This is an optimization exercise on Yosys and OpenROAD, whose aim is small area, a short achievable clock period and few clock cycles per item, not a production implementation. Function was checked by simulation only, so behaviour that the tests miss may differ from the original. No activity file was given, so power comes from the tool's default toggle rates.

===== flow/run.sh =====
#!/bin/bash
set -euo pipefail
export BUFFER_PORTS_ARGS="-buffer_cell sky130_fd_sc_hd__buf_1"
export CTS_ARGS="-sink_clustering_enable -repair_clock_nets -buf_list sky130_fd_sc_hd__clkbuf_8 -dont_use_dummy_load"
bash standard.sh > standard_flow.log 2>&1

===== standard.sh =====
#!/bin/bash
# synth_recipe.tcl (not shown) runs the flow's synth.tcl, then flattens the netlist and writes it again
# the make line also repeats each setting of config.mk as NAME=value (left out here)
make -C /OpenROAD-flow-scripts/flow DESIGN_CONFIG=/design/flow/config.mk WORK_HOME=/design/flow/orfs CLKGATE_MAP_FILE= SYNTH_SCRIPT=/design/flow/synth_recipe.tcl "${@:-finish}"

===== config.mk =====
export PLATFORM = sky130hd
export DESIGN_NAME = Fib
export DESIGN_NICKNAME = Fib
export VERILOG_FILES = /design/flow/design.v
export SDC_FILE = /design/flow/constraint.sdc
export NUM_CORES = 4
export LEC_CHECK = 0
export ABC_AREA = 1
export CAP_MARGIN = 20
export CORE_MARGIN = 2
export CORE_UTILIZATION = 40
export PLACE_DENSITY = 0.85
export SETUP_SLACK_MARGIN = 2.5
export SLEW_MARGIN = 20

===== design.v =====
module Fib
(
  input  clk,
  input  reset,
  input signed [32-1 : 0] fib_n,
  output signed [64-1 : 0] fib_return,
  output  fib_busy,
  input  fib_req
);
  wire [63:0] romv;
  wire r0866;
  wire r0867;
  wire r0868;
  wire r0869;
  wire r0870;
  wire r0871;
  wire r0872;
  wire r0873;
  wire r0874;
  wire r0875;
  wire r0876;
  wire r0877;
  wire r0878;
  wire r0879;
  wire r0880;
  wire r0881;
  wire r0882;
  wire r0883;
  wire r0884;
  wire r0885;
  wire r0886;
  wire r0887;
  wire r0888;
  wire r0889;
  wire r0890;
  wire r0891;
  wire r0892;
  wire r0893;
  wire r0894;
  wire r0895;
  wire r0896;
  wire r0897;
  wire r0898;
  wire r0899;
  wire r0900;
  wire r0901;
  wire r0902;
  wire r0903;
  wire r0904;
  wire r0905;
  wire r0906;
  wire r0907;
  wire r0908;
  wire r0909;
  wire r0910;
  wire r0911;
  wire r0912;
  wire r0913;
  wire r0914;
  wire r0915;
  wire r0916;
  wire r0917;
  wire r0918;
  wire r0919;
  wire r0920;
  wire r0921;
  wire r0922;
  wire r0923;
  wire r0924;
  wire r0925;
  wire r0926;
  wire r0927;
  wire r0928;
  wire r0929;
  wire r0930;
  wire r0931;
  wire r0932;
  wire r0933;
  wire r0934;
  wire r0935;
  wire r0936;
  wire r0937;
  wire r0938;
  wire r0939;
  wire r0940;
  wire r0941;
  wire r0942;
  wire r0943;
  wire r0944;
  wire r0945;
  wire r0946;
  wire r0947;
  wire r0948;
  wire r0949;
  wire r0950;
  wire r0951;
  wire r0952;
  wire r0953;
  wire r0954;
  wire r0955;
  wire r0956;
  wire r0957;
  wire r0958;
  wire r0959;
  wire r0960;
  wire r0961;
  wire r0962;
  wire r0963;
  wire r0964;
  wire r0965;
  wire r0966;
  wire r0967;
  wire r0968;
  wire r0969;
  wire r0970;
  wire r0971;
  wire r0972;
  wire r0973;
  wire r0974;
  wire r0975;
  wire r0976;
  wire r0977;
  wire r0978;
  wire r0979;
  wire r0980;
  wire r0981;
  wire r0982;
  wire r0983;
  wire r0984;
  wire r0985;
  wire r0986;
  wire r0987;
  wire r0988;
  wire r0989;
  wire r0990;
  wire r0991;
  wire r0992;
  wire r0993;
  wire r0994;
  wire r0995;
  wire r0996;
  wire r0997;
  wire r0998;
  wire r0999;
  wire r1000;
  wire r1001;
  wire r1002;
  wire r1003;
  wire r1004;
  wire r1005;
  wire r1006;
  wire r1007;
  wire r1008;
  wire r1009;
  wire r1010;
  wire r1011;
  wire r1012;
  wire r1013;
  wire r1014;
  wire r1015;
  wire r1016;
  wire r1017;
  wire r1018;
  wire r1019;
  wire r1020;
  wire r1021;
  wire r1022;
  wire r1023;
  wire r1024;
  wire r1025;
  wire r1026;
  wire r1027;
  wire r1028;
  wire r1029;
  wire r1030;
  wire r1031;
  wire r1032;
  wire r1033;
  wire r1034;
  wire r1035;
  wire r1036;
  wire r1037;
  wire r1038;
  wire r1039;
  wire r1040;
  wire r1041;
  wire r1042;
  wire r1043;
  wire r1044;
  wire r1045;
  wire r1046;
  wire r1047;
  wire r1048;
  wire r1049;
  wire r1050;
  wire r1051;
  wire r1052;
  wire r1053;
  wire r1054;
  wire r1055;
  wire r1056;
  wire r1057;
  wire r1058;
  wire r1059;
  wire r1060;
  wire r1061;
  wire r1062;
  wire r1063;
  wire r1064;
  wire r1065;
  wire r1066;
  wire r1067;
  wire r1068;
  wire r1069;
  wire r1070;
  wire r1071;
  wire r1072;
  wire r1073;
  wire r1074;
  wire r1075;
  wire r1076;
  wire r1077;
  wire r1078;
  wire r1079;
  wire r1080;
  wire r1081;
  wire r1082;
  wire r1083;
  wire r1084;
  wire r1085;
  wire r1086;
  wire r1087;
  wire r1088;
  wire r1089;
  wire r1090;
  wire r1091;
  wire r1092;
  wire r1093;
  wire r1094;
  wire r1095;
  wire r1096;
  wire r1097;
  wire r1098;
  wire r1099;
  wire r1100;
  wire r1101;
  wire r1102;
  wire r1103;
  wire r1104;
  wire r1105;
  wire r1106;
  wire r1107;
  wire r1108;
  wire r1109;
  wire r1110;
  wire r1111;
  wire r1112;
  wire r1113;
  wire r1114;
  wire r1115;
  wire r1116;
  wire r1117;
  wire r1118;
  wire r1119;
  wire r1120;
  wire r1121;
  wire r1122;
  wire r1123;
  wire r1124;
  wire r1125;
  wire r1126;
  wire r1127;
  wire r1128;
  wire r1129;
  wire r1130;
  wire r1131;
  wire r1132;
  wire r1133;
  wire r1134;
  wire r1135;
  wire r1136;
  wire r1137;
  wire r1138;
  wire r1139;
  wire r1140;
  wire r1141;
  wire r1142;
  wire r1143;
  wire r1144;
  wire r1145;
  wire r1146;
  wire r1147;
  wire r1148;
  wire r1149;
  wire r1150;
  wire r1151;
  wire r1152;
  wire r1153;
  wire r1154;
  wire r1155;
  wire r1156;
  wire r1157;
  wire r1158;
  wire r1159;
  wire r1160;
  wire r1161;
  wire r1162;
  wire r1163;
  wire r1164;
  wire r1165;
  wire r1166;
  wire r1167;
  wire r1168;
  wire r1169;
  wire r1170;
  wire r1171;
  wire r1172;
  wire r1173;
  wire r1174;
  wire r1175;
  wire r1176;
  wire r1177;
  wire r1178;
  wire r1179;
  wire r1180;
  wire r1181;
  wire r1182;
  wire r1183;
  wire r1184;
  wire r1185;
  wire r1186;
  wire r1187;
  wire r1188;
  wire r1189;
  wire r1190;
  wire r1191;
  wire r1192;
  wire r1193;
  wire r1194;
  wire r1195;
  wire r1196;
  wire r1197;
  wire r1198;
  wire r1199;
  wire r1200;
  wire r1201;
  wire r1202;
  wire r1203;
  wire r1204;
  wire r1205;
  wire r1206;
  wire r1207;
  wire r1208;
  wire r1209;
  wire r1210;
  wire r1211;
  wire r1212;
  wire r1213;
  wire r1214;
  wire r1215;
  wire r1216;
  wire r1217;
  wire r1218;
  wire r1219;
  wire r1220;
  wire r1221;
  wire r1222;
  wire r1223;
  wire r1224;
  wire r1225;
  wire r1226;
  wire r1227;
  wire r1228;
  wire r1229;
  wire r1230;
  wire r1231;
  wire r1232;
  wire r1233;
  wire r1234;
  wire r1235;
  wire r1236;
  wire r1237;
  wire r1238;
  wire r1239;
  wire r1240;
  wire r1241;
  wire r1242;
  wire r1243;
  wire r1244;
  wire r1245;
  wire r1246;
  wire r1247;
  wire r1248;
  wire r1249;
  wire r1250;
  wire r1251;
  wire r1252;
  wire r1253;
  wire r1254;
  wire r1255;
  wire r1256;
  wire r1257;
  wire r1258;
  wire r1259;
  wire r1260;
  wire r1261;
  wire r1262;
  wire r1263;
  wire r1264;
  wire r1265;
  wire r1266;
  wire r1267;
  wire r1268;
  wire r1269;
  wire r1270;
  wire r1271;
  wire r1272;
  wire r1273;
  wire r1274;
  wire r1275;
  wire r1276;
  wire r1277;
  wire r1278;
  wire r1279;
  wire r1280;
  wire r1281;
  wire r1282;
  wire r1283;
  wire r1284;
  wire r1285;
  wire r1286;
  wire r1287;
  wire r1288;
  wire r1289;
  wire r1290;
  wire r1291;
  wire r1292;
  wire r1293;
  wire r1294;
  wire r1295;
  wire r1296;
  wire r1297;
  wire r1298;
  wire r1299;
  wire r1300;
  wire r1301;
  wire r1302;
  wire r1303;
  wire r1304;
  wire r1305;
  wire r1306;
  wire r1307;
  wire r1308;
  wire r1309;
  wire r1310;
  wire r1311;
  wire r1312;
  wire r1313;
  wire r1314;
  wire r1315;
  wire r1316;
  wire r1317;
  wire r1318;
  wire r1319;
  wire r1320;
  wire r1321;
  wire r1322;
  wire r1323;
  wire r1324;
  wire r1325;
  wire r1326;
  wire r1327;
  wire r1328;
  wire r1329;
  wire r1330;
  wire r1331;
  wire r1332;
  wire r1333;
  wire r1334;
  wire r1335;
  wire r1336;
  wire r1337;
  wire r1338;
  wire r1339;
  wire r1340;
  wire r1341;
  wire r1342;
  wire r1343;
  wire r1344;
  wire r1345;
  wire r1346;
  wire r1347;
  wire r1348;
  wire r1349;
  wire r1350;
  wire r1351;
  wire r1352;
  wire r1353;
  wire r1354;
  wire r1355;
  wire r1356;
  wire r1357;
  wire r1358;
  wire r1359;
  wire r1360;
  wire r1361;
  wire r1362;
  wire r1363;
  wire r1364;
  wire r1365;
  wire r1366;
  wire r1367;
  wire r1368;
  wire r1369;
  wire r1370;
  wire r1371;
  wire r1372;
  wire r1373;
  wire r1374;
  wire r1375;
  wire r1376;
  wire r1377;
  wire r1378;
  wire r1379;
  wire r1380;
  wire r1381;
  wire r1382;
  wire r1383;
  wire r1384;
  wire r1385;
  wire r1386;
  wire r1387;
  wire r1388;
  wire r1389;
  wire r1390;
  assign r1299 = (~r0864);
  assign r1300 = (~r0865&~r0863&~r1299);
  assign r1301 = (~r1300);
  assign r1302 = (~r0859);
  assign r1303 = (~r0860&~r1302);
  assign r1304 = (~r0862);
  assign r1305 = (~r0861);
  assign r1306 = (~r1304&~r1305);
  assign r1307 = (~r1306);
  assign r1308 = (~r1303&~r1307);
  assign r1309 = (~r1308);
  assign r1310 = (~r1301&~r1309);
  assign r1311 = (~r0860&~r1307);
  assign r1312 = (~r0860);
  assign r1313 = (~r0859&~r1312);
  assign r1314 = (~r1313);
  assign r1315 = (~r0861&~r1304);
  assign r1316 = (~r1315);
  assign r1317 = (~r1314&~r1316);
  assign r1318 = (~r1311&~r1317);
  assign r1319 = (~r0862&~r0861);
  assign r1320 = (~r1319);
  assign r1321 = (~r1302&~r1312);
  assign r1322 = (~r1321);
  assign r1323 = (~r1320&~r1322);
  assign r1324 = (~r1323);
  assign r1325 = (~r0862&~r1305);
  assign r1326 = (~r0859&~r1320);
  assign r0866 = (~r1322&~r1326) | (~r1325&~r1326);
  assign r0867 = (~r0865);
  assign r0868 = (~r0863);
  assign r0869 = (~r0864&~r0867&~r0868);
  assign r0870 = (~r0869);
  assign r0871 = (~r1318&~r0870) | (~r1324&~r0870) | (~r0866&~r0870);
  assign r0872 = (~r0862&~r1312);
  assign r0873 = (~r0872);
  assign r0874 = (~r1302&~r1305);
  assign r0875 = (~r0874);
  assign r0876 = (~r0873&~r0875);
  assign r0877 = (~r0876);
  assign r0878 = (~r1312&~r1320);
  assign r0879 = (~r1325);
  assign r0880 = (~r0860&~r0879);
  assign r0881 = (~r0878&~r0880);
  assign r0882 = (~r0865&~r0868&~r1299);
  assign r0883 = (~r0882);
  assign r0884 = (~r1318&~r0883) | (~r0877&~r0883) | (~r0881&~r0883);
  assign r0885 = (~r0879&~r1314);
  assign r0886 = (~r1323&~r0885);
  assign r0887 = (~r1312&~r1316);
  assign r0888 = (~r0887);
  assign r0889 = (~r0860&~r1320);
  assign r0890 = (~r1302&~r0879);
  assign r0891 = (~r0889&~r0890);
  assign r0892 = (~r0863&~r0864&~r0867);
  assign r0893 = (~r0892);
  assign r0894 = (~r0886&~r0893) | (~r0888&~r0893) | (~r0891&~r0893);
  assign r1348 = (r1310) | (r0871) | (r0884) | (r0894);
  assign r0895 = (~r0859&~r0860);
  assign r0896 = (~r0895&~r1321);
  assign r0897 = (~r0896);
  assign r0898 = (~r1316&~r0897);
  assign r0899 = (~r0898);
  assign r0900 = (~r0895);
  assign r0901 = (~r0900&~r1307);
  assign r0902 = (~r0901);
  assign r0903 = (~r0899) | (~r0902);
  assign r0904 = (~r0879&~r0897);
  assign r0905 = (~r0900&~r0879);
  assign r0906 = (~r0905);
  assign r0907 = (~r1313) | (~r1319);
  assign r0908 = (~r0906) | (~r0907);
  assign r0909 = (~r0904&~r0908);
  assign r0910 = (~r0909);
  assign r0911 = (~r0903&~r0910) | (~r0869);
  assign r0912 = (~r0885);
  assign r0913 = (~r1303);
  assign r0914 = (~r1320&~r0913);
  assign r0915 = (~r0914);
  assign r0916 = (~r0912) | (~r0915);
  assign r0917 = (~r0916);
  assign r0918 = (~r0876&~r1317);
  assign r0919 = (~r0917) | (~r0918);
  assign r0920 = (~r0901&~r0919) | (~r0892);
  assign r0921 = (~r0879&~r0913);
  assign r0922 = (~r0859&~r1307);
  assign r0923 = (~r0887&~r0922);
  assign r0924 = (~r0923);
  assign r0925 = (~r0921&~r0924) | (~r0882);
  assign r1355 = (~r0911) | (~r0920) | (~r0925);
  assign r0926 = (~r1302&~r1316);
  assign r0927 = (~r0926&~r1311);
  assign r0928 = (~r0859&~r1316);
  assign r0929 = (~r1314&~r1307);
  assign r0930 = (~r0928&~r0929);
  assign r0931 = (~r0861&~r1302);
  assign r0932 = (~r0931);
  assign r0933 = (~r1312&~r1304);
  assign r0934 = (~r0933);
  assign r0935 = (~r0932&~r0934);
  assign r0936 = (~r0935);
  assign r0937 = (~r0930) | (~r0936);
  assign r0938 = (~r0878&~r0937) | (~r0892);
  assign r0939 = (~r1322&~r1307);
  assign r0940 = (~r0939) | (~r0882);
  assign r0941 = (~r1303) | (~r1305);
  assign r0942 = (~r0918) | (~r0941);
  assign r0943 = (~r0889&~r0908);
  assign r0944 = (~r0913&~r1307);
  assign r0945 = (~r0944);
  assign r0946 = (~r0943) | (~r0945);
  assign r0947 = (~r0942&~r0946) | (~r0869);
  assign r1358 = (~r0883&~r0927) | (~r0938) | (~r0940) | (~r0947);
  assign r0948 = (~r0900&~r1316);
  assign r0949 = (~r0948&~r0885);
  assign r0950 = (~r0949);
  assign r0951 = (~r1323&~r0921);
  assign r0952 = (~r0951);
  assign r0953 = (~r0950&~r0952);
  assign r0954 = (~r0953);
  assign r0955 = (~r1308&~r0954) | (~r0892);
  assign r0956 = (~r1304&~r1322);
  assign r0957 = (~r1316&~r0913);
  assign r0958 = (~r0957);
  assign r0959 = (~r0958) | (~r0877);
  assign r0960 = (~r0959);
  assign r0961 = (~r0960&~r0870) | (~r0881&~r0870);
  assign r0962 = (~r1300&~r0961) | (~r0956&~r0961);
  assign r0963 = (~r1320&~r0896);
  assign r0964 = (~r1312&~r0879);
  assign r0965 = (~r0964&~r0957);
  assign r0966 = (~r0965);
  assign r0967 = (~r0929&~r0963&~r0948&~r0966) | (~r0882);
  assign r1347 = (~r0955) | (~r0962) | (~r0967);
  assign r0968 = (~r0939);
  assign r0969 = (~r0926);
  assign r0970 = (~r0968) | (~r0949) | (~r0969);
  assign r0971 = (~r0963&~r0966) | (~r0869);
  assign r0972 = (~r0895&~r1316);
  assign r0973 = (~r0972&~r0922);
  assign r0974 = (~r0973);
  assign r0975 = (~r1322) | (~r1319);
  assign r0976 = (~r0895&~r0975);
  assign r0977 = (~r0948&~r0876);
  assign r0978 = (~r0977);
  assign r0979 = (~r0976&~r0978);
  assign r0980 = (~r0956);
  assign r0981 = (~r0979) | (~r0980);
  assign r0982 = (~r1300&~r0981) | (~r1300&~r0892) | (~r0974&~r0981) | (~r0974&~r0892);
  assign r1346 = (~r0883&~r0970) | (~r0971) | (~r0982);
  assign r0983 = (~r0905&~r0957);
  assign r0984 = (~r0983);
  assign r0985 = (~r1319&~r0984) | (~r0869);
  assign r0986 = (~r0874&~r0934);
  assign r0987 = (~r0921&~r0986);
  assign r0988 = (~r0987) | (~r0882);
  assign r0989 = (~r0974&~r0954) | (~r0892);
  assign r1345 = (~r1301&~r0930) | (~r0985) | (~r0988) | (~r0989);
  assign r0990 = (~r0887&~r0876);
  assign r0991 = (~r0990);
  assign r0992 = (~r1307&~r0901&~r0991) | (~r1303&~r0901&~r0991);
  assign r0993 = (~r0899) | (~r0945);
  assign r0994 = (~r0887&~r1311);
  assign r0995 = (~r0994);
  assign r0996 = (~r0995&~r0978&~r0910);
  assign r0997 = (~r0993&~r0996) | (~r0892);
  assign r1359 = (~r0934&~r0883) | (~r0870&~r0992) | (~r0997);
  assign r0998 = (~r0877) | (~r0975);
  assign r0999 = (~r0932&~r0998) | (~r0933&~r0998);
  assign r1000 = (~r0859&~r0879);
  assign r1001 = (~r1312&~r1307);
  assign r1002 = (~r1000&~r1001);
  assign r1003 = (~r0923) | (~r1002) | (~r0869);
  assign r1004 = (~r0928&~r0964);
  assign r1005 = (~r1004);
  assign r1006 = (~r0944&~r1005) | (~r1300);
  assign r1007 = (~r1316) | (~r0907);
  assign r1008 = (~r1307&~r0897);
  assign r1009 = (~r1008);
  assign r1010 = (~r1009) | (~r0936);
  assign r1011 = (~r1007&~r1010) | (~r0892);
  assign r1344 = (~r0883&~r0999) | (~r1003) | (~r1006) | (~r1011);
  assign r1012 = (~r1321&~r1307);
  assign r1013 = (~r1000&~r0935);
  assign r1014 = (~r1013) | (~r0877);
  assign r1015 = (~r0963&~r1012&~r1014);
  assign r1016 = (~r0914&~r0905);
  assign r1017 = (~r0879&~r0897) | (~r1016);
  assign r1018 = (~r0935&~r1017) | (~r0869);
  assign r1019 = (~r1308&~r0978) | (~r0882);
  assign r1020 = (~r0889&~r1323&~r0885);
  assign r1021 = (~r0870&~r1020);
  assign r1022 = (~r1021);
  assign r1357 = (~r0893&~r1015) | (~r1018) | (~r1019) | (~r1022);
  assign r1023 = (~r0928);
  assign r1024 = (~r0902) | (~r1023);
  assign r1025 = (~r0890&~r0889&~r1024);
  assign r1026 = (~r0957&~r0998) | (~r0892);
  assign r1027 = (~r0859&~r1005) | (~r0882);
  assign r1028 = (~r0890);
  assign r1029 = (~r1028) | (~r0934);
  assign r1030 = (~r0927);
  assign r1031 = (~r1029&~r1030) | (~r1300);
  assign r1343 = (~r0870&~r1025) | (~r1026) | (~r1027) | (~r1031);
  assign r1032 = (~r0859&~r0994);
  assign r1033 = (~r0905&~r0976&~r1032);
  assign r1034 = (~r0963);
  assign r1035 = (~r0968) | (~r1034);
  assign r1036 = (~r0904&~r0959&~r1035) | (~r0892);
  assign r1037 = (~r0860&~r1316);
  assign r1038 = (~r1037);
  assign r1039 = (~r1302&~r1320);
  assign r1040 = (~r1039);
  assign r1041 = (~r1314) | (~r1306);
  assign r1042 = (~r1038) | (~r1040) | (~r1041);
  assign r1043 = (~r0886) | (~r0891);
  assign r1044 = (~r1042&~r1043) | (~r0882);
  assign r1045 = (~r0905&~r1323);
  assign r1046 = (~r1045);
  assign r1047 = (~r0991&~r1046);
  assign r1048 = (~r1047);
  assign r1049 = (~r1030&~r1048) | (~r1300);
  assign r1342 = (~r0870&~r1033) | (~r1036) | (~r1044) | (~r1049);
  assign r1050 = (~r0948);
  assign r1051 = (~r1002) | (~r0869) | (~r1050);
  assign r1052 = (~r0879&~r0913) | (~r0975);
  assign r1053 = (~r1311&~r0957);
  assign r1054 = (~r1053) | (~r0949);
  assign r1055 = (~r1052&~r1054) | (~r0892);
  assign r1361 = (~r1309&~r0883) | (~r1051) | (~r1055);
  assign r1056 = (~r0909) | (~r0958) | (~r0990);
  assign r1057 = (~r0922&~r1056) | (~r1300);
  assign r1058 = (~r0860&~r1304&~r0874);
  assign r1059 = (~r1058&~r1046) | (~r0869);
  assign r1060 = (~r1313) | (~r0861);
  assign r1061 = (~r1038) | (~r1060);
  assign r1062 = (~r1052&~r1061) | (~r0892);
  assign r1063 = (~r1005&~r0952) | (~r0882);
  assign r1341 = (~r1057) | (~r1059) | (~r1062) | (~r1063);
  assign r1064 = (~r0908);
  assign r1065 = (~r1064) | (~r1028);
  assign r1066 = (~r0901&~r0972&~r1065) | (~r0869);
  assign r1067 = (~r1317&~r0944);
  assign r1068 = (~r1312) | (~r1304);
  assign r1069 = (~r1067) | (~r1068);
  assign r1070 = (~r0929&~r1069) | (~r1300);
  assign r1071 = (~r0862&~r0897);
  assign r1072 = (~r1071);
  assign r1073 = (~r1072) | (~r0899) | (~r0968);
  assign r1074 = (~r0929);
  assign r1075 = (~r1318&~r0893) | (~r1074&~r0893) | (~r1040&~r0893);
  assign r1076 = (~r1073&~r1075) | (~r0882&~r1075);
  assign r1340 = (~r1066) | (~r1070) | (~r1076);
  assign r1077 = (~r0862&~r0896);
  assign r1078 = (~r0936) | (~r0945);
  assign r1079 = (~r1078&~r0942) | (~r0869);
  assign r1080 = (~r0865&~r0864&~r0868);
  assign r1081 = (~r0895&~r1307);
  assign r1082 = (~r1081&~r0935);
  assign r1083 = (~r1082&~r0883) | (~r0873&~r0883);
  assign r1084 = (~r0892&~r0939&~r1083) | (~r0892&~r1080&~r1083) | (~r1042&~r0939&~r1083) | (~r1042&~r1080&~r1083);
  assign r1339 = (~r1311&~r1301&~r1077) | (~r1079) | (~r1084);
  assign r1085 = (~r1326&~r0926);
  assign r1086 = (~r1085);
  assign r1087 = (~r1038) | (~r0873) | (~r0892);
  assign r1362 = (~r1086&~r1087) | (~r0883&~r1009) | (~r1018);
  assign r1088 = (~r0957&~r1048) | (~r0869);
  assign r1089 = (~r0970) | (~r0882);
  assign r1090 = (~r0914&~r1024) | (~r0892);
  assign r1356 = (~r1088) | (~r1089) | (~r1090);
  assign r1091 = (~r1082);
  assign r1092 = (~r0984&~r1091&~r0954) | (~r0882);
  assign r1093 = (~r1016) | (~r0902) | (~r1028);
  assign r1094 = (~r1093) | (~r0869);
  assign r1095 = (~r0860&~r0874) | (~r1028) | (~r1023);
  assign r1096 = (~r1095) | (~r0892);
  assign r1354 = (~r1092) | (~r1094) | (~r1096);
  assign r1097 = (~r1307&~r0896);
  assign r1098 = (~r1038&~r1303) | (~r1040&~r1303);
  assign r1099 = (r0898) | (r1098);
  assign r1100 = (~r1097&~r1099) | (~r1300);
  assign r1101 = (~r1035&~r0942) | (~r0892);
  assign r1102 = (~r1080);
  assign r1103 = (~r1307&~r1102);
  assign r1104 = (~r1077);
  assign r1105 = (~r0930&~r0883) | (~r1104&~r0883);
  assign r1106 = (~r1313&~r1105) | (~r1103&~r1105);
  assign r1107 = (~r0917) | (~r1318);
  assign r1108 = (~r1107) | (~r0869);
  assign r1337 = (~r1100) | (~r1101) | (~r1106) | (~r1108);
  assign r1109 = (~r0914&~r1061);
  assign r1363 = (~r0870&~r0996) | (~r0893&~r1109) | (~r0940);
  assign r1110 = (~r0872&~r0931&~r1311);
  assign r1111 = (~r1068);
  assign r1112 = (~r1111&~r0993) | (~r0882);
  assign r1113 = (~r0893&~r1095);
  assign r1114 = (~r1103&~r1113);
  assign r1115 = (~r1311);
  assign r1116 = (~r0960) | (~r1115);
  assign r1117 = (~r1017&~r1116) | (~r0869);
  assign r1336 = (~r1301&~r1110) | (~r1112) | (~r1114) | (~r1117);
  assign r1118 = (~r0922&~r0926&~r0908);
  assign r1119 = (~r0994) | (~r1023);
  assign r1120 = (~r1071&~r1119) | (~r0882);
  assign r1121 = (~r0913&~r0870) | (~r0861&~r0870);
  assign r1122 = (~r1078&~r1121) | (~r1080&~r1121);
  assign r1123 = (~r1326&~r0978);
  assign r1124 = (~r0936) | (~r0902);
  assign r1125 = (~r1124);
  assign r1126 = (~r1123) | (~r0968) | (~r1125);
  assign r1127 = (~r0889);
  assign r1128 = (~r1126) | (~r1127) | (~r1045);
  assign r1129 = (~r1128) | (~r0892);
  assign r1335 = (~r1301&~r1118) | (~r1120) | (~r1122) | (~r1129);
  assign r1130 = (~r0976&~r1119&~r0952) | (~r0869);
  assign r1364 = (~r1130) | (~r1036) | (~r1026);
  assign r1131 = (~r1326&~r0924&~r1098);
  assign r1386 = (~r0870&~r0945);
  assign r1132 = (~r1080&~r1386) | (~r0993);
  assign r1133 = (~r0965&~r0870) | (~r1068&~r0870);
  assign r1134 = (~r1048&~r1133) | (~r0892&~r1133);
  assign r1135 = (~r0943);
  assign r1136 = (~r0978&~r1081&~r1135) | (~r1300);
  assign r1334 = (~r0883&~r1131) | (~r1132) | (~r1134) | (~r1136);
  assign r1137 = (~r1320&~r0900);
  assign r1138 = (~r1137&~r0885);
  assign r1139 = (~r0958) | (~r0877) | (~r0907);
  assign r1140 = (~r1139) | (~r0892);
  assign r1365 = (~r0870&~r1138) | (~r1140) | (~r1094);
  assign r1141 = (~r0931&~r0880&~r0922);
  assign r1142 = (~r1008&~r1014) | (~r0882);
  assign r1143 = (~r0941) | (~r0862) | (~r1080);
  assign r1144 = (~r0976);
  assign r1145 = (r1058) | (~r1144) | (~r0951);
  assign r1146 = (~r1325&~r0976);
  assign r1147 = (~r1001);
  assign r1148 = (~r1304&~r0900);
  assign r1149 = (~r1148);
  assign r1150 = (~r1146&~r0893) | (~r1147&~r0893) | (~r1149&~r0893);
  assign r1151 = (~r0869&~r1150) | (~r1145&~r1150);
  assign r1333 = (~r1301&~r1141) | (~r1142) | (~r1143) | (~r1151);
  assign r1152 = (~r0939&~r1317&~r1098);
  assign r1153 = (~r0964&~r0995) | (~r1080);
  assign r1154 = (~r1039&~r1000);
  assign r1155 = (~r1074) | (~r1154) | (~r1050);
  assign r1156 = (~r0969&~r0893) | (~r0879&~r0893);
  assign r1157 = (~r1155&~r1156) | (~r1300&~r1156);
  assign r1158 = (~r0901&~r1056) | (~r0869);
  assign r1332 = (~r0883&~r1152) | (~r1153) | (~r1157) | (~r1158);
  assign r1159 = (~r0886) | (~r1041);
  assign r1160 = (~r1317&~r0921&~r1159);
  assign r1161 = (~r0944&~r1077) | (~r0869);
  assign r1366 = (~r0893&~r1160) | (~r1161);
  assign r1162 = (~r0951&~r0893) | (~r1085&~r0893);
  assign r1163 = (~r1138&~r1301) | (~r1307&~r1301) | (~r1149&~r1301);
  assign r1164 = (~r0890&~r1037);
  assign r1165 = (~r1164&~r1102) | (~r0936&~r1102) | (~r1074&~r1102);
  assign r1166 = (~r1162&~r1163&~r1165);
  assign r1167 = (~r1325&~r0895&~r0926);
  assign r1168 = (~r1016) | (~r1004);
  assign r1169 = (~r1167&~r1168) | (~r0882);
  assign r1170 = (~r1069) | (~r0869);
  assign r1331 = (~r1166) | (~r1169) | (~r1170);
  assign r1171 = (~r0880&~r1037&~r1001);
  assign r1172 = (~r0872&~r1037&~r1124);
  assign r1367 = (~r0870&~r1172) | (~r0893&~r1171);
  assign r1173 = (~r1126) | (~r0892);
  assign r1174 = (~r0908&~r1091) | (~r0882);
  assign r1175 = (~r0998&~r0995) | (~r0869);
  assign r1353 = (~r1173) | (~r1174) | (~r1175);
  assign r1176 = (~r0880&~r0956);
  assign r1177 = (~r0949&~r0893) | (~r1176&~r0893);
  assign r1178 = (~r0973&~r0883) | (~r0877&~r0883) | (~r0907&~r0883);
  assign r1179 = (~r0935&~r1012);
  assign r1180 = (~r1179&~r1102) | (~r1045&~r1102) | (~r1023&~r1102);
  assign r1181 = (~r0897&~r0880) | (~r1315&~r0880);
  assign r1182 = (~r1181&~r1301) | (~r0945&~r1301) | (~r1138&~r1301);
  assign r1183 = (~r1177&~r1178&~r1180&~r1182);
  assign r1330 = (~r0870&~r1306&~r1077) | (~r1183);
  assign r1184 = (~r1071&~r1030) | (~r0869);
  assign r1185 = (~r0945) | (~r0888);
  assign r1186 = (~r1061&~r1185) | (~r0892);
  assign r1368 = (~r1184) | (~r1186);
  assign r1187 = (~r1164);
  assign r1188 = (~r0963&~r1185&~r1187);
  assign r1189 = (~r0897&~r0883) | (~r1320&~r0883);
  assign r1190 = (~r1109&~r1189) | (~r1034&~r1189) | (~r1080&~r1189);
  assign r1191 = (~r0901&~r1099) | (~r0869);
  assign r1192 = (~r0926&~r0978);
  assign r1193 = (~r1192);
  assign r1194 = (~r0924&~r0952&~r1193) | (~r0892);
  assign r1329 = (~r1301&~r1188) | (~r1190) | (~r1191) | (~r1194);
  assign r1195 = (~r0976&~r1008);
  assign r1196 = (~r1195);
  assign r1197 = (~r0928&~r1187&~r1196);
  assign r1198 = (~r0956&~r0919) | (~r0882);
  assign r1199 = (~r0916&~r0978);
  assign r1200 = (~r1199) | (~r0969);
  assign r1201 = (~r1200) | (~r1080);
  assign r1202 = (~r0870&~r1110);
  assign r1203 = (~r1300&~r1202) | (~r1013&~r1202);
  assign r1328 = (~r0893&~r1197) | (~r1198) | (~r1201) | (~r1203);
  assign r1204 = (~r1086&~r1116) | (~r0869);
  assign r1205 = (~r0978&~r1091) | (~r0892);
  assign r1369 = (~r1204) | (~r1205);
  assign r1206 = (~r0922);
  assign r1207 = (~r0897) | (~r1315);
  assign r1208 = (~r1206&~r0883) | (~r0891&~r0883) | (~r1207&~r0883);
  assign r1209 = (~r1064&~r0870) | (~r0927&~r0870);
  assign r1210 = (~r0865&~r0863&~r0864);
  assign r1211 = (~r1210);
  assign r1212 = (~r1316&~r0978) | (~r1303&~r0978);
  assign r1213 = (~r1301&~r1212) | (~r0968&~r1211);
  assign r1214 = (~r1208&~r1209&~r1213);
  assign r1215 = (~r1192) | (~r1147) | (~r0881);
  assign r1216 = (~r1215) | (~r0892);
  assign r1217 = (~r1029&~r1135) | (~r1080);
  assign r1390 = (~r1214) | (~r1216) | (~r1217);
  assign r1218 = (~r1023&~r0876&~r0935) | (~r1312&~r0876&~r0935);
  assign r1219 = (~r0926&~r1081) | (~r0892);
  assign r1370 = (~r0870&~r1218) | (~r1219);
  assign r1220 = (~r1302&~r1307);
  assign r1221 = (~r1125) | (~r1023);
  assign r1222 = (~r1039&~r1220&~r1221);
  assign r1223 = (~r1124&~r0978);
  assign r1224 = (~r1223);
  assign r1225 = (~r0946&~r1224) | (~r0869);
  assign r1226 = (~r0984&~r1196) | (~r0882);
  assign r1227 = (~r1179) | (~r0983) | (~r1127);
  assign r1228 = (~r0880&~r1102&~r1167);
  assign r1229 = (~r0929&~r1227&~r1228) | (~r0929&~r1300&~r1228) | (~r1210&~r1227&~r1228) | (~r1210&~r1300&~r1228);
  assign r1389 = (~r0893&~r1222) | (~r1225) | (~r1226) | (~r1229);
  assign r1230 = (~r0924&~r1386) | (~r0892&~r1386);
  assign r1372 = (~r0870&~r1199) | (~r1230);
  assign r1231 = (~r1144) | (~r1045);
  assign r1232 = (~r1220&~r1231&~r1224);
  assign r1233 = (~r0949) | (~r0902) | (~r0958);
  assign r1234 = (~r0880&~r0963&~r1233) | (~r0869);
  assign r1235 = (~r1020) | (~r0990);
  assign r1236 = (~r0874&~r1137) | (~r1080);
  assign r1237 = (~r1211&~r1115) | (~r1236);
  assign r1238 = (~r1235&~r1237) | (~r0892&~r1237);
  assign r1239 = (~r0899) | (~r0968) | (~r1045);
  assign r1240 = (~r0922&~r0978&~r1239) | (~r0882);
  assign r1388 = (~r1301&~r1232) | (~r1234) | (~r1238) | (~r1240);
  assign r1241 = (~r1185&~r1065) | (~r0869);
  assign r1373 = (~r1206&~r0893) | (~r1241);
  assign r1242 = (~r1147) | (~r0866) | (~r1149);
  assign r1243 = (~r0972);
  assign r1244 = (~r0943&~r0870) | (~r1243&~r0870);
  assign r1245 = (~r0882&~r1091&~r1244) | (~r0882&~r1210&~r1244) | (~r1242&~r1091&~r1244) | (~r1242&~r1210&~r1244);
  assign r1246 = (~r1001&~r1145) | (~r1300);
  assign r1247 = (~r1223) | (~r1147) | (~r0881);
  assign r1248 = (~r0876&~r0935&~r1097);
  assign r1249 = (~r0880);
  assign r1250 = (~r1248&~r1102) | (~r1249&~r1102) | (~r1034&~r1102);
  assign r1251 = (~r1247&~r1250) | (~r0892&~r1250);
  assign r1387 = (~r1245) | (~r1246) | (~r1251);
  assign r1252 = (~r1317&~r0889&~r1008&~r0984);
  assign r1253 = (~r0904&~r0963&~r1193);
  assign r1254 = (~r1233&~r1196) | (~r0892);
  assign r1352 = (~r0870&~r1253) | (~r0883&~r1252) | (~r1254);
  assign r1255 = (~r1081);
  assign r1256 = (~r0899) | (~r0866);
  assign r1257 = (~r1256) | (~r0869);
  assign r1374 = (~r0893&~r1255) | (~r1257);
  assign r1258 = (~r1192) | (~r1144) | (~r1176);
  assign r1259 = (~r1034&~r0893) | (~r1147&~r0893) | (~r1038&~r0893);
  assign r1260 = (~r0899&~r1211) | (~r1255&~r1211);
  assign r1261 = (~r1146&~r1301) | (~r1243&~r1301) | (~r0980&~r1301);
  assign r1262 = (~r1258&~r1259&~r1260&~r1261) | (~r0882&~r1259&~r1260&~r1261);
  assign r1263 = (~r1012&~r1168) | (~r1080);
  assign r1264 = (~r0889&~r0978&~r1046&~r1032) | (~r0869);
  assign r1382 = (~r1262) | (~r1263) | (~r1264);
  assign r1265 = (~r0870&~r0902);
  assign r1266 = (~r0892&~r1265) | (~r0939&~r1265);
  assign r1375 = (~r1088) | (~r1266);
  assign r1267 = (~r0883) | (~r1211);
  assign r1268 = (~r0929&~r1221) | (~r1267);
  assign r1269 = (~r1300&~r0869);
  assign r1270 = (~r1269);
  assign r1271 = (~r0880&~r1032) | (~r1270);
  assign r1272 = (~r0929) | (~r1300);
  assign r1273 = (~r0893) | (~r1102);
  assign r1274 = (~r1181) | (~r1060) | (~r1273);
  assign r1371 = (~r1268) | (~r1271) | (~r1272) | (~r1274);
  assign r1376 = (~r1123&~r0870) | (~r0886&~r0870) | (~r1067&~r0870);
  assign r1377 = (~r1072&~r0870) | (~r0902&~r0870) | (~r1243&~r0870);
  assign r1275 = (~r0903&~r0954) | (~r1270);
  assign r1276 = (~r0943) | (~r1002);
  assign r1277 = (~r1276) | (~r1273);
  assign r1278 = (~r0964&~r1010) | (~r1267);
  assign r1360 = (~r1275) | (~r1272) | (~r1277) | (~r1278);
  assign r1378 = (~r0951&~r0870) | (~r1004&~r0870) | (~r0945&~r0870);
  assign r1379 = (~r1249&~r0870) | (~r1023&~r0870);
  assign r1279 = (~r0901&~r1086) | (~r1270);
  assign r1280 = (~r1039&~r1000&~r1220) | (~r1273);
  assign r1281 = (~r0890&~r0928) | (~r1267);
  assign r1349 = (~r1279) | (~r1272) | (~r1280) | (~r1281);
  assign r1380 = (~r0912&~r0870) | (~r1023&~r0870);
  assign r1385 = (~r0870&~r1125);
  assign r1282 = (~r1300&~r1385) | (~r1008&~r1385);
  assign r1283 = (~r0890&~r0901&~r0956&~r0976) | (~r0882);
  assign r1284 = (~r0873) | (~r0941) | (~r1060) | (~r0892);
  assign r1350 = (~r1282) | (~r1022) | (~r1283) | (~r1284);
  assign r1381 = (~r1053&~r0870) | (~r0977&~r0870);
  assign r1285 = (~r0979) | (~r0945);
  assign r1286 = (~r1285) | (~r1270);
  assign r1287 = (~r0904&~r1137&~r1124) | (~r1273);
  assign r1288 = (~r1239) | (~r1267);
  assign r1338 = (~r1286) | (~r1287) | (~r1272) | (~r1288);
  assign r1289 = (~r0935&~r1052&~r1005);
  assign r1290 = (~r0889&~r0893);
  assign r1291 = (~r0977) | (~r1013) | (~r1206) | (~r1290);
  assign r1292 = (~r0939) | (~r0867) | (~r0864);
  assign r1293 = (~r0937&~r1231) | (~r0882);
  assign r1351 = (~r0870&~r1289) | (~r1291) | (~r1292) | (~r1293);
  assign r1383 = (~r0870&~r0958);
  assign r1384 = (~r0870&~r1318);
  assign r1294 = (~r0953&~r1269) | (~r1085&~r1269);
  assign r1295 = (~r1310&~r1265&~r1294);
  assign r1296 = (~r0880&~r0986&~r1285) | (~r1267);
  assign r1297 = (~r1007&~r0921&~r0986);
  assign r1298 = (~r0898&~r1297) | (~r1273);
  assign r1327 = (~r1295) | (~r1296) | (~r1298);
  assign r0865 = fib_n[6];
  assign r0863 = fib_n[4];
  assign r0864 = fib_n[5];
  assign r0859 = fib_n[0];
  assign r0860 = fib_n[1];
  assign r0862 = fib_n[3];
  assign r0861 = fib_n[2];
  assign romv[29] = r1348;
  assign romv[35] = r1355;
  assign romv[38] = r1358;
  assign romv[28] = r1347;
  assign romv[27] = r1346;
  assign romv[26] = r1345;
  assign romv[39] = r1359;
  assign romv[25] = r1344;
  assign romv[37] = r1357;
  assign romv[24] = r1343;
  assign romv[23] = r1342;
  assign romv[40] = r1361;
  assign romv[22] = r1341;
  assign romv[21] = r1340;
  assign romv[20] = r1339;
  assign romv[41] = r1362;
  assign romv[36] = r1356;
  assign romv[34] = r1354;
  assign romv[19] = r1337;
  assign romv[42] = r1363;
  assign romv[18] = r1336;
  assign romv[17] = r1335;
  assign romv[43] = r1364;
  assign romv[16] = r1334;
  assign romv[44] = r1365;
  assign romv[15] = r1333;
  assign romv[14] = r1332;
  assign romv[45] = r1366;
  assign romv[13] = r1331;
  assign romv[46] = r1367;
  assign romv[33] = r1353;
  assign romv[12] = r1330;
  assign romv[47] = r1368;
  assign romv[11] = r1329;
  assign romv[10] = r1328;
  assign romv[48] = r1369;
  assign romv[9] = r1390;
  assign romv[49] = r1370;
  assign romv[8] = r1389;
  assign romv[50] = r1372;
  assign romv[7] = r1388;
  assign romv[51] = r1373;
  assign romv[6] = r1387;
  assign romv[32] = r1352;
  assign romv[52] = r1374;
  assign romv[5] = r1382;
  assign romv[53] = r1375;
  assign romv[4] = r1371;
  assign romv[54] = r1376;
  assign romv[55] = r1377;
  assign romv[3] = r1360;
  assign romv[56] = r1378;
  assign romv[57] = r1379;
  assign romv[2] = r1349;
  assign romv[58] = r1380;
  assign romv[30] = r1350;
  assign romv[59] = r1381;
  assign romv[1] = r1338;
  assign romv[31] = r1351;
  assign romv[60] = r1383;
  assign romv[61] = r1384;
  assign romv[0] = r1327;
  assign romv[62] = r1385;
  assign romv[63] = r1386;
  reg  [63:0] cur, nxt;
  reg  [31:0] cnt;
  reg         busy;
  reg  [2:0]  ph;        
  reg  [1:0]  st;        
  reg         c;         
  reg         b;         
  wire neg  = fib_n[31];
  wire big  = ~neg & ((|fib_n[30:7]) | (fib_n[6:0] >= 7'd94));
  wire [63:0] tab = neg ? 64'h0 : romv;
  wire first = (ph == 3'd0);
  wire last  = (ph == 3'd7);
  wire [8:0] sum = nxt[7:0] + cur[7:0] + c;
  wire [7:0] nin = st[1] ? sum[7:0] : {7'd0, st[0] & first};
  wire [4:0] dec = {1'b0, cnt[3:0]} - b;
  wire       under = dec[4];
  always @(posedge clk) begin
    if (busy) begin
      cur <= {nxt[7:0], cur[63:8]};
    end else if (fib_req) begin
      cur <= tab;
    end
    nxt <= {nin, nxt[63:8]};
    if (busy)
      cnt <= {dec[3:0], cnt[31:4]};
    else
      cnt <= fib_n;
    c <= sum[8] & ~last;
    b <= busy & (last | under);
  end
  always @(posedge clk) begin
    if (reset) begin
      busy <= 1'b0;
      ph <= 3'd0;
      st <= 2'd0;
    end else if (busy) begin
      ph <= ph + 3'd1;
      if (last) begin
        if (st != 2'd2) st <= st + 2'd1;
        if (st == 2'd2 && under) busy <= 1'b0;
      end
    end else if (fib_req & big) begin
      busy <= 1'b1;
      ph <= 3'd0;
      st <= 2'd0;
    end
  end
  assign fib_return = cur;
  assign fib_busy = busy;
endmodule

===== constraint.sdc =====
create_clock -name core_clock -period 5.0 [get_ports {clk}]
set_input_delay 1.0000 -clock core_clock [delete_from_list [all_inputs] [get_ports {clk}]]
set_output_delay 1.0000 -clock core_clock [all_outputs]
set_load 0.01 [all_outputs]

==> metrics.yaml, run 1 <==
synthesis:
  synth_fp_nets: 1202
  yosys_warnings: 8
  synth.distinct_cells: 45
  synth_seq_area_share: 0.4693
  synth.ff_latch_count: 168
  netlist_area_mm2: 0.008532
  syn-mean-instance-area_um2: 7.432
  synthCells: 1148
  synthFlopType: "dfxtp_1"
  synth_edf_count: 64
  async_flop_share: 0
route:
  drt-wirelength-per-cell_um: 29.72
  num_vias: 9495
  detail_route.vias_per_cell: 6.146
  finalWirelength_mm: 45.92
  drc: 0
  firstDrtPassIters: 6
  final_antenna_net_count: 0
  first_iter_violations: 1327
finish:
  fill_cells: 2087
  layout_commonest_cell: "nand2_1"
  seq_area_mm2: 0.004008
  area_delta_synth_final_pct: 19.08
  mostFrequentLayoutCells: "nand2_1, dfxtp_1, o21ai_0"
  antennaDiodeCount: 0
  multi_input_area_mm2: 0.004395
  nets: 1326
  drive_gt1_frac: 0.1394
placed_design:
  hpwlAfterDp_mm: 34.42
  io_buffers: 99
  post-place-ws_ns: 0.9054
  place.gp.congestion: 1.113
cts:
  numCtsBuffers: 17
  cts_root_buf: "clkbuf_8"
  cts_max_path_buffers: 2
  cts.clk_slew.worst_paths_ns: 0.11
  clk_latency_ns: 0.46
  htreeDepth: 4
  cts_tree: "built"
  clock-sinks: 168
sta:
  hold_slack_ns: 0.3042
  tightest_slew_ns: 0.9306
  max_freq_mhz: 394.1
  tns_ns: 0
  fin_crit_sh: 0.5074
  maxSlewHeadroom: 0.3796
  rsz0062_at_grt: "yes"
  period_minus_slack_ns: 2.537
  clock_skew_ns: 0.04134
  postLayoutSetupSlackWorst_ns: 2.463
  hold_viol: 0
  finalSetupViolCount: 0
  slew_violations: 0
floorplan:
  start_util: 0.4072
  die_width_um: 150.0
  fp.dieH_um: 150.0
  core.rowCount: 53
  dieArea_mm2: 0.02251
  core_mm2: 0.02096
  io_pins: 100
grt:
  groute.usage.overall: 0.4070
  antenna_found_initial: 0
  grt_pass1_vias: 9160
  grt-ovfl-total: 0
  grt_pass1_wl_mm: 64.12
  grt_start_max_net_pins: 62
setup_path:
  crit_type: "in2reg"
  ff2ff_setup_slack_ns: 2.69
  cp.required_ns: 5.15
  cp_data_arrival_time_ns: 2.69
  endpoint_kind: "flip-flop"
  crit_path_start: "fib_n[6]"
  r2r-end: "cur[18]"
  cp_max_fo: 11
  cp-endpoint: "cur[25]"
  r2r_start: "busy"
  r2r_cells: 2
  startpoint_type: "input pin"
power_and_ir_drop:
  leakagePower_nw: 4.750
  p_clk_frac: 0.257
  p_per_area_mw_per_mm2: 292.7
  switching_power_uw: 995.1
  comb_power_share: 0.214
  switching_share: 0.3346
  p_int_mw: 1.979
  max-vdd-ir-drop_mv: 0.1920
  seqPwrFrac: 0.529
job:
  cap_viol_max_count: 0
hold_path:
  hold_class: "reg2reg"
outcome:
  status: "no timing/DRC/antenna violations"
area by class of cell:
| cell class | instances | area share |
|---|---|---|
| Tap cell | 275 | 0.03387 |
| Inverter | 92 | 0.03818 |
| Timing Repair Buffer | 143 | 0.07709 |
| Multi-Input combinational cell | 849 | 0.4326 |
| Clock buffer | 17 | 0.02303 |
| Sequential cell | 168 | 0.3945 |
| Timing Repair inverter | 1 | 0.0007389 |
cell families (layout without fill, tap and decap cells):
family / count (synthesis) / after routing / synth area share
fa+ha+maj: 19 / 19 / 0.02962
xor+xnor: 1 / 1 / 0.001027
simple gates: 617 / 617 / 0.3015
buf+inv: 131 / 253 / 0.06071
compound gates: 212 / 212 / 0.1379
flops: 168 / 168 / 0.4693
critical path, cell delays in order:
cell and delay (ns):
buf_2 0.20, inv_1 0.12, nand3_2 0.22, clkinvlp_4 0.42
o21ai_0 0.31, nand3_1 0.13, a21oi_1 0.19, o21ai_0 0.09
power groups by stage:
stage | sequential [mW] | combinational [mW] | clock [mW]
after floorplan | 1.60 | 0.285 | 0
after CTS | 1.57 | 0.589 | 0.766
after detailed placement | 1.60 | 0.547 | 0
final | 1.57 | 0.636 | 0.766
after global routing | 1.58 | 0.663 | 0.820
after global placement | 1.60 | 0.561 | 0
registers in the layout (all words and copies together), names as in the netlist:
signal and flops:
cur 64, nxt 64, cnt 32, ph 3, st 2, b 1, busy 1, c 1
cell usage after synthesis, types with 3 or more instances:
cell	count	share of area
o211ai_1	7	0.0062
edfxtp_1	64	0.23
a21oi_1	46	0.027
buf_2	6	0.0035
inv_2	6	0.0026
nor2_2	4	0.0029
a22oi_1	8	0.0070
o21ai_1	4	0.0023
o22ai_1	3	0.0022
nor3_1	15	0.0088
nand4_1	14	0.010
nand2_2	12	0.0088
dfxtp_1	104	0.24
nand3_2	3	0.0035
or2_2	3	0.0022
nand3_1	90	0.053
ha_1	17	0.025
o221ai_1	3	0.0031
inv_1	83	0.037
clkbuf_1	28	0.012
buf_4	3	0.0026
o21ai_0	118	0.069
clkinv_1	3	0.0013
nand2_1	378	0.17
o31ai_1	10	0.0088
nor2_1	94	0.041
worst min path at each step:
stage               startpoint  endpoint  slack (ns)  cells past startpoint
floorplan               nxt[8]    nxt[0]        0.31                      0
global placement       nxt[57]   nxt[49]        0.31                      0
detailed placement     nxt[44]   nxt[36]        0.31                      0
CTS                    nxt[58]   nxt[50]        0.29                      0
global route           nxt[34]   nxt[26]        0.31                      0
finish                 nxt[58]   nxt[50]        0.30                      0
what timing repair did:
action / in CTS / in global routing
buffers inserted: 17 / 8
pin swaps: 4 / 5
cloned: 1 / 0
resized for setup: 93 / 48
endpoints found under the setup margin: 75 / 41
hold buffers: 0 / 0
through the flow:
step	utilization	cells	area, um2	total power, mW
finish	0.4848	1545	10160	2.974
CTS	0.4742	1537	9937	2.926
global placement	0.4422	1502	9266	2.162
floorplan	-	1148	8581	1.884
global route	0.4848	1545	10160	3.061
detailed placement	0.4422	1502	9266	2.150
metal layers:
metal,share of wire,global-route usage
met2,0.43,0.6169
met1,0.38,0.5050
met4,0.082,0.2802
met5,0,0
met3,0.11,0.1064
Testbench counts, summed over its fixed seeds: cycles 1,024, requests 1,024.
==> inputs of run 2 (changes only) <==
--- a/config.mk
+++ b/config.mk
@@ -11,3 +11,2 @@
 export CORE_UTILIZATION = 40
-export PLACE_DENSITY = 0.85
 export SETUP_SLACK_MARGIN = 2.5
==> metrics.yaml, run 2 <==
route:
  firstDrtPassIters: 6  # unchanged
  final_antenna_net_count: 0  # unchanged
  finalWirelength_mm: 42.32  # was 45.92 mm
  drt-wirelength-per-cell_um: 27.48  # was 29.72 um
  drc: 0  # unchanged
  num_vias: 9345  # was 9,495
  detail_route.vias_per_cell: 6.068  # was 6.146
  first_iter_violations: 1333  # was 1,327
synthesis:
  synth_seq_area_share: 0.4693  # unchanged
  synth_edf_count: 64  # unchanged
  syn-mean-instance-area_um2: 7.432  # unchanged
  synth_area_leaders: "dfxtp_1, edfxtp_1, nand2_1"  # unchanged
  async_flop_share: 0  # unchanged
  netlist_area_mm2: 0.008532  # unchanged
  yosysMostFrequentCell: "nand2_1"  # unchanged
  synth_top_area_share: 0.2440  # unchanged
  synth.distinct_cells: 45  # unchanged
  synthCells: 1148  # unchanged
  synth_fp_nets: 1202  # unchanged
  synth_common_cells: "nand2_1, o21ai_0, dfxtp_1, nor2_1, nand3_1"  # unchanged
  synth_top_area_cell: "dfxtp_1"  # unchanged
  yosys_warnings: 8  # unchanged
  synthFlopType: "dfxtp_1"  # unchanged
  synth.ff_latch_count: 168  # unchanged
floorplan:
  io_pins: 100  # unchanged
  dieArea_mm2: 0.02251  # unchanged
  core_mm2: 0.02096  # unchanged
  core.rowCount: 53  # unchanged
  fp.dieH_um: 150.0  # unchanged
  die_width_um: 150.0  # unchanged
  start_util: 0.4072  # unchanged
finish:
  antennaDiodeCount: 0  # unchanged
  fin_util: 0.4814  # was 0.4848
  area_delta_synth_final_pct: 18.24  # was 19.08%
  reg_top3: "cur (64), nxt (64), cnt (32)"  # unchanged
  fin_cells: 1540  # was 1,545
  drive_gt1_frac: 0.1328  # was 0.1394
  layout_commonest_cell: "nand2_1"  # unchanged
  multi_input_area_mm2: 0.004373  # was 0.004395 mm2
  mostFrequentLayoutCells: "nand2_1, o21ai_0, dfxtp_1"  # was nand2_1, dfxtp_1, o21ai_0
  nets: 1321  # was 1,326
  fill_cells: 2135  # was 2,087
  seq_area_mm2: 0.004008  # unchanged
grt:
  groute.usage.overall: 0.3791  # was 0.4070
  grt_pass1_vias: 8749  # was 9,160
  grt_start_max_net_pins: 59  # was 62
  grt_pass1_wl_mm: 60.33  # was 64.12 mm
  grt-ovfl-total: 0  # unchanged
  antenna_found_initial: 1  # was 0
cts:
  clock-sinks: 168  # unchanged
  cts_max_path_buffers: 2  # unchanged
  numCtsBuffers: 17  # unchanged
  htreeDepth: 4  # unchanged
  cts_tree: "built"  # unchanged
  cts_root_buf: "clkbuf_8"  # unchanged
  clk_latency_ns: 0.46  # about the same
  cts.clk_slew.worst_paths_ns: 0.11  # about the same
setup_path:
  startpoint_type: "input pin"  # unchanged
  critPathMaxStageDelay_ns: 0.26  # was 0.42 ns
  path_delay_family: "simple AND/OR/NAND/NOR gates"  # was buffers and inverters
  crit_slowest_cell: "o211ai_1"  # was clkinvlp_4
  r2r-end: "cur[30]"  # was cur[18]
  r2r_start: "busy"  # unchanged
  cp_data_arrival_time_ns: 2.79  # was 2.69 ns
  r2r_cells: 8  # was 2
  crit_type: "in2reg"  # unchanged
  path_cells: "buf_4, inv_4, nor2_8, nand2_2, o211ai_1, or2_2, nand4_1, nand2_1, nand2_1"  # was buf_2, inv_1, nand3_2, clkinvlp_4, o21ai_0, nand3_1, a21oi_1, o21ai_0
  ff2ff_setup_slack_ns: 2.81  # was 2.69 ns
  endpoint_kind: "flip-flop"  # unchanged
  crit_top_cell: "nand2_1"  # was o21ai_0
  crit_path_start: "fib_n[3]"  # was fib_n[6]
  cp_num_buf_inv: 2  # was 3
  cp.required_ns: 5.19  # was 5.15 ns
  cp_max_fo: 15  # was 11
placed_design:
  dpl.cell_count: 1499  # was 1,502
  place.gp.congestion: 1.179  # was 1.113
  io_buffers: 99  # unchanged
  hpwlAfterDp_mm: 31.76  # was 34.42 mm
sta:
  tightest_slew_ns: 0.8733  # was 0.9306 ns
  maxSlewHeadroom: 0.4178  # was 0.3796
  finalSetupViolCount: 0  # unchanged
  period_minus_slack_ns: 2.601  # was 2.537 ns
  tns_ns: 0  # unchanged
  clock_skew_ns: 0.03791  # was 0.04134 ns
  fin_crit_sh: 0.5202  # was 0.5074
  hold_slack_ns: 0.3013  # was 0.3042 ns
  rsz0062_at_grt: "yes"  # unchanged
  max_freq_mhz: 384.5  # was 394.1 MHz
  hold_viol: 0  # unchanged
  slew_violations: 0  # unchanged
power_and_ir_drop:
  leakagePower_nw: 4.731  # was 4.750 nW
  p_per_area_mw_per_mm2: 289.0  # was 292.7 mW/mm2
  max-vdd-ir-drop_mv: 0.1904  # was 0.1920 mV
  power_mw: 2.915  # was 2.974 mW
job:
  cap_viol_max_count: 0  # unchanged
hold_path:
  hold_class: "reg2reg"  # unchanged
  min_from: "nxt[36]"  # was nxt[58]
  holdPathStages: 0  # unchanged
  holdPathEnd: "nxt[28]"  # was nxt[50]
outcome:
  status: "no timing/DRC/antenna violations"  # unchanged
[run 2: cell count changes in the layout (fill, tap and decap cells not counted), sizes merged]
cell / delta
clkbuf: +1
inv: +2
buf: -5
clkinvlp: -3
[run 2: area by class of cell]
type,count,area share
timing repair buffer,139,0.07392
multi-input combinational,849,0.4335
inverter,92,0.03808
tap,275,0.03411
clock buffer,17,0.02319
sequential,168,0.3972
[run 2: cell families (layout without fill, tap and decap cells)]
logic type      count (synthesis)  in the layout  synth area share
xor+xnor                        1              1          0.001027
fa+ha+maj                      19             19           0.02962
buf+inv                       131            248           0.06071
flops                         168            168            0.4693
simple gates                  617            617            0.3015
compound gates                212            212            0.1379
[run 2: worst max path at each step]
stage	slack [ns]	end	cells past startpoint
6_report	2.40	cur[18]	9
2_1_floorplan	2.50	cur[31]	14
3_5_place_dp	0.87	cur[27]	10
4_1_cts	2.46	cur[14]	13
5_1_grt	2.45	cur[18]	9
3_3_place_gp	0.72	cur[27]	10
[run 2: timing repair]
| item | in CTS | in global routing |
|---|---|---|
| pin swaps | 5 | 7 |
| setup buffers | 14 | 10 |
| endpoints found under the setup margin | 67 | 42 |
| hold buffers | 0 | 0 |
| resized for setup | 84 | 43 |
[run 2: layer usage]
metal | global-route usage | share of wire | up-vias
met5 | 0 | 0 | -
met4 | 0.2090 | 0.071 | 0
li1 | - | - | 4065
met3 | 0.08476 | 0.098 | 176
met1 | 0.4921 | 0.39 | 4439
met2 | 0.5852 | 0.44 | 665
[run 2: through the flow]
| stage | setup WS (ns) | cell area, um2 |
|---|---|---|
| after floorplan | 2.503 | 8581 |
| final | 2.399 | 10090 |
| after CTS | 2.460 | 9841 |
| after global placement | 0.7218 | 9244 |
| after detailed placement | 0.8709 | 9244 |
| after global routing | 2.448 | 10090 |
[run 2: power breakdown]
part / switching (mW) / leakage, nW / internal [mW]
sequential: 0.0531 / 1.52 / 1.51
combinational: 0.451 / 3.09 / 0.162
clock: 0.435 / 0.122 / 0.301
total: 0.940 / 4.73 / 1.98
==> inputs of run 3 (changes only) <==
--- a/design.v
+++ b/design.v
@@ -1148,7 +1148,5 @@
   always @(posedge clk) begin
-    if (busy) begin
-      cur <= {nxt[7:0], cur[63:8]};
-    end else if (fib_req) begin
-      cur <= tab;
-    end
+    cur <= ({64{busy}} & {nxt[7:0], cur[63:8]})
+         | ({64{~busy & fib_req}} & tab)
+         | ({64{~busy & ~fib_req}} & cur);
     nxt <= {nin, nxt[63:8]};
==> flow/run.sh (replaced) <==
#!/bin/bash
set -euo pipefail
export BUFFER_PORTS_ARGS="-buffer_cell sky130_fd_sc_hd__buf_1"
export CTS_ARGS="-sink_clustering_enable -repair_clock_nets -dont_use_dummy_load"
bash standard.sh > standard_flow.log 2>&1
--- a/config.mk
+++ b/config.mk
@@ -11,2 +11,3 @@
 export CORE_UTILIZATION = 40
+export PLACE_DENSITY = 0.85
 export SETUP_SLACK_MARGIN = 2.5
==> metrics.yaml, run 3 <==
power_and_ir_drop:
  max-vdd-ir-drop_mv: 0.1875  # was 0.1904 mV
  power_mw: 3.189  # was 2.915 mW
  p_per_area_mw_per_mm2: 321.4  # was 289.0 mW/mm2
  leakagePower_nw: 4.706  # was 4.731 nW
sta:
  period_minus_slack_ns: 2.556  # was 2.601 ns
  rsz0062_at_grt: "yes"  # unchanged
  max_freq_mhz: 391.3  # was 384.5 MHz
  fin_crit_sh: 0.5111  # was 0.5202
  slew_violations: 0  # unchanged
  clock_skew_ns: 0.03654  # was 0.03791 ns
  hold_viol: 0  # unchanged
  tns_ns: 0  # unchanged
  tightest_slew_ns: 0.9666  # was 0.8733 ns
  maxSlewHeadroom: 0.3541  # was 0.4178
  finalSetupViolCount: 0  # unchanged
synthesis:
  synth_edf_count: 0  # was 64
  synth_common_cells: "nand2_1, dfxtp_1, o21ai_0, inv_1, nand3_1"  # was nand2_1, o21ai_0, dfxtp_1, nor2_1, nand3_1
  synth.distinct_cells: 42  # was 45
  yosysMostFrequentCell: "nand2_1"  # unchanged
  synth_top_area_cell: "dfxtp_1"  # unchanged
  yosys_warnings: 8  # unchanged
  netlist_area_mm2: 0.008386  # was 0.008532 mm2
  async_flop_share: 0  # unchanged
  synth.ff_latch_count: 168  # unchanged
  synth_seq_area_share: 0.4011  # was 0.4693
  synth_top_area_share: 0.4011  # was 0.2440
  syn-mean-instance-area_um2: 7.000  # was 7.432 um2
  synthCells: 1198  # was 1,148
  synthFlopType: "dfxtp_1"  # unchanged
  synth_area_leaders: "dfxtp_1, nand2_1, o21ai_0"  # was dfxtp_1, edfxtp_1, nand2_1
  synth_fp_nets: 1252  # was 1,202
finish:
  layout_commonest_cell: "nand2_1"  # unchanged
  fin_cells: 1573  # was 1,540
  antennaDiodeCount: 0  # unchanged
  reg_top3: "cur (64), nxt (64), cnt (32)"  # unchanged
  fin_util: 0.4857  # was 0.4814
  fill_cells: 2126  # was 2,135
  area_delta_synth_final_pct: 18.34  # was 18.24%
  drive_gt1_frac: 0.1328  # about the same
  mostFrequentLayoutCells: "nand2_1, dfxtp_1, o21ai_0"  # was nand2_1, o21ai_0, dfxtp_1
  nets: 1359  # was 1,321
route:
  final_antenna_net_count: 0  # unchanged
  firstDrtPassIters: 6  # unchanged
  num_vias: 9635  # was 9,345
  finalWirelength_mm: 45.17  # was 42.32 mm
  drt-wirelength-per-cell_um: 28.72  # was 27.48 um
  first_iter_violations: 1127  # was 1,333
  drc: 0  # unchanged
  detail_route.vias_per_cell: 6.125  # was 6.068
floorplan:
  die_width_um: 148.8  # was 150.0 um
  core_mm2: 0.02043  # was 0.02096 mm2
  fp.dieH_um: 148.8  # was 150.0 um
  io_pins: 100  # unchanged
  dieArea_mm2: 0.02214  # was 0.02251 mm2
  core.rowCount: 52  # was 53
  start_util: 0.4105  # was 0.4072
grt:
  grt-ovfl-total: 0  # unchanged
  grt_pass1_vias: 9273  # was 8,749
  groute.usage.overall: 0.4080  # was 0.3791
  grt_start_max_net_pins: 57  # was 59
  antenna_found_initial: 1  # unchanged
  grt_pass1_wl_mm: 64.20  # was 60.33 mm
setup_path:
  cp_num_buf_inv: 5  # was 2
  crit_slowest_cell: "nand4_1"  # was o211ai_1
  cp.required_ns: 5.31  # was 5.19 ns
  r2r-end: "cur[37]"  # was cur[30]
  path_delay_family: "simple AND/OR/NAND/NOR gates"  # unchanged
  cp_max_fo: 9  # was 15
  crit_path_start: "fib_n[0]"  # was fib_n[3]
  r2r_start: "busy"  # unchanged
  path_cells: "buf_6, inv_4, ha_2, nand2_4, inv_2, nand2_2, buf_6, nand2_1, inv_2, nand2_1, a21oi_2, nand4_1, nand2_1, nand2_1"  # was buf_4, inv_4, nor2_8, nand2_2, o211ai_1, or2_2, nand4_1, nand2_1, nand2_1
  cp_data_arrival_time_ns: 2.87  # was 2.79 ns
  critPathMaxStageDelay_ns: 0.28  # was 0.26 ns
  r2r_cells: 7  # was 8
  crit_top_cell: "nand2_1"  # unchanged
  startpoint_type: "input pin"  # unchanged
  crit_type: "in2reg"  # unchanged
  ff2ff_setup_slack_ns: 2.67  # was 2.81 ns
  endpoint_kind: "flip-flop"  # unchanged
placed_design:
  dpl.cell_count: 1541  # was 1,499
  hpwlAfterDp_mm: 34.54  # was 31.76 mm
  io_buffers: 99  # unchanged
  place.gp.congestion: 1.079  # was 1.179
cts:
  clk_latency_ns: 0.44  # was 0.46 ns
  cts_tree: "built"  # unchanged
  htreeDepth: 4  # unchanged
  cts_root_buf: "clkbuf_16"  # was clkbuf_8
  cts_max_path_buffers: 2  # unchanged
  cts.clk_slew.worst_paths_ns: 0.09  # was 0.11 ns
  clock-sinks: 168  # unchanged
  numCtsBuffers: 17  # unchanged
  cts.hold.buffers_added: 0  # unchanged
outcome:
  status: "no timing/DRC/antenna violations"  # unchanged
job:
  cap_viol_max_count: 0  # unchanged
hold_path:
  min_from: "nxt[28]"  # was nxt[36]
  hold_class: "reg2reg"  # unchanged
  holdPathEnd: "nxt[20]"  # was nxt[28]
  holdPathStages: 0  # unchanged
run 3: cell count changes after synthesis, moves of 7 or more:
cell,change
dfxtp_1,+64
nor2_1,-7
nand2_1,-32
nand4_1,+9
a22oi_1,+35
o21ai_1,+8
inv_1,+9
edfxtp_1,-64
a21oi_1,-10
buf_2,+8
nor2_4,+7
inv_2,+9
o21ai_0,+12
run 3: kinds of logic after synthesis:
logic type,count (synthesis),synth area share
AND/OR/NAND/NOR,598,0.3121
AO/OA/AOI/OAI,256,0.1768
flip-flops,168,0.4011
buffers and inverters,155,0.07774
adder cells (fa/ha/maj),19,0.03014
XOR/XNOR,2,0.002089
run 3: worst reg2reg max path, delay by kind of cell, from the launching register on:
family	cells	cell delay, ns
AO/OA/AOI/OAI	2	0.51
buffers and inverters	2	0.37
flip-flops	1	0.62
AND/OR/NAND/NOR	3	0.71
run 3: through the flow:
stage	setup WS [ns]	instance area, um2	hold slack [ns]
4_1_cts	2.403	9687	0.3123
2_1_floorplan	2.515	8388	0.3096
5_1_grt	2.447	9923	0.3157
3_3_place_gp	1.138	9025	0.3096
6_report	2.444	9923	0.3069
3_5_place_dp	1.239	9025	0.3121
run 3: what timing repair did:
action	CTS	global route
buffers inserted	9	6
setup endpoints to repair	69	44
pin swaps	4	6
hold endpoints to repair	0	0
gates resized for setup	58	56
run 3: power by group:
group	switching, mW	internal (mW)
Clock	0.504	0.592
Sequential	0.0681	1.42
Combinational	0.444	0.164
run 3: per-layer routing:
metal / part of all wire / GRT usage / routed length (um)
met5: 0.00075 / 0 / 34
met4: 0.074 / 0.2476 / 3353
met3: 0.11 / 0.1180 / 4890
met2: 0.44 / 0.6299 / 19660
met1: 0.38 / 0.5042 / 17230
run 3: area by class of cell:
class,count,area [um2],share of cell area
clock buffers,17,425.4,0.04287
multi-input cells,875,4658,0.4694
repair buffers,133,688.2,0.06935
inverters,110,446.7,0.04501
flip-flops and latches,168,3367,0.3393
well taps,270,337.8,0.03404
run 3: how the worst max path moves through the flow:
stage	endpoint	depth (start not counted)	slack [ns]
2_1_floorplan	cur[0]	12	2.52
3_3_place_gp	cur[8]	11	1.14
3_5_place_dp	cur[30]	11	1.24
4_1_cts	cur[53]	9	2.40
5_1_grt	cur[8]	13	2.45
6_report	cur[19]	14	2.44
Testbench counts of run 3, summed over its fixed seeds: cycles 1,024, requests 1,024.

==> what the ideal ports hide <==
How much do the figures lean on ideal ports? The routed layouts below were timed once more, with nothing changed but the port constraints. Step 1 sets driving cells, clkbuf_16 on the clock port and buf_2 on the other inputs (assumed; they add their load-dependent delay and slew). Step 2 times the ports against the registers' clock, not the clock port: input delays grow and output delays shrink by t, the midpoint of the rising clock arrivals with the driver on. a / b / c = ideal ports / drivers / drivers and shift; a / b = the first two.
| run | shift t [ns] | setup WS [ns] | pins driven straight from the clock port |
|---|---|---|---|
| run 1 | 0.475 | 2.463 / 2.467 / 1.992 | 1 |
| run 2 | 0.484 | 2.399 / 2.423 / 1.939 | 1 |
| run 3 | 0.470 | 2.444 / 2.456 / 1.987 | 1 |
After both steps every run listed still meets setup and hold. The setup slack of run 1, which loses most, moves by +0.004 ns with the drivers and by -0.471 ns with both steps.
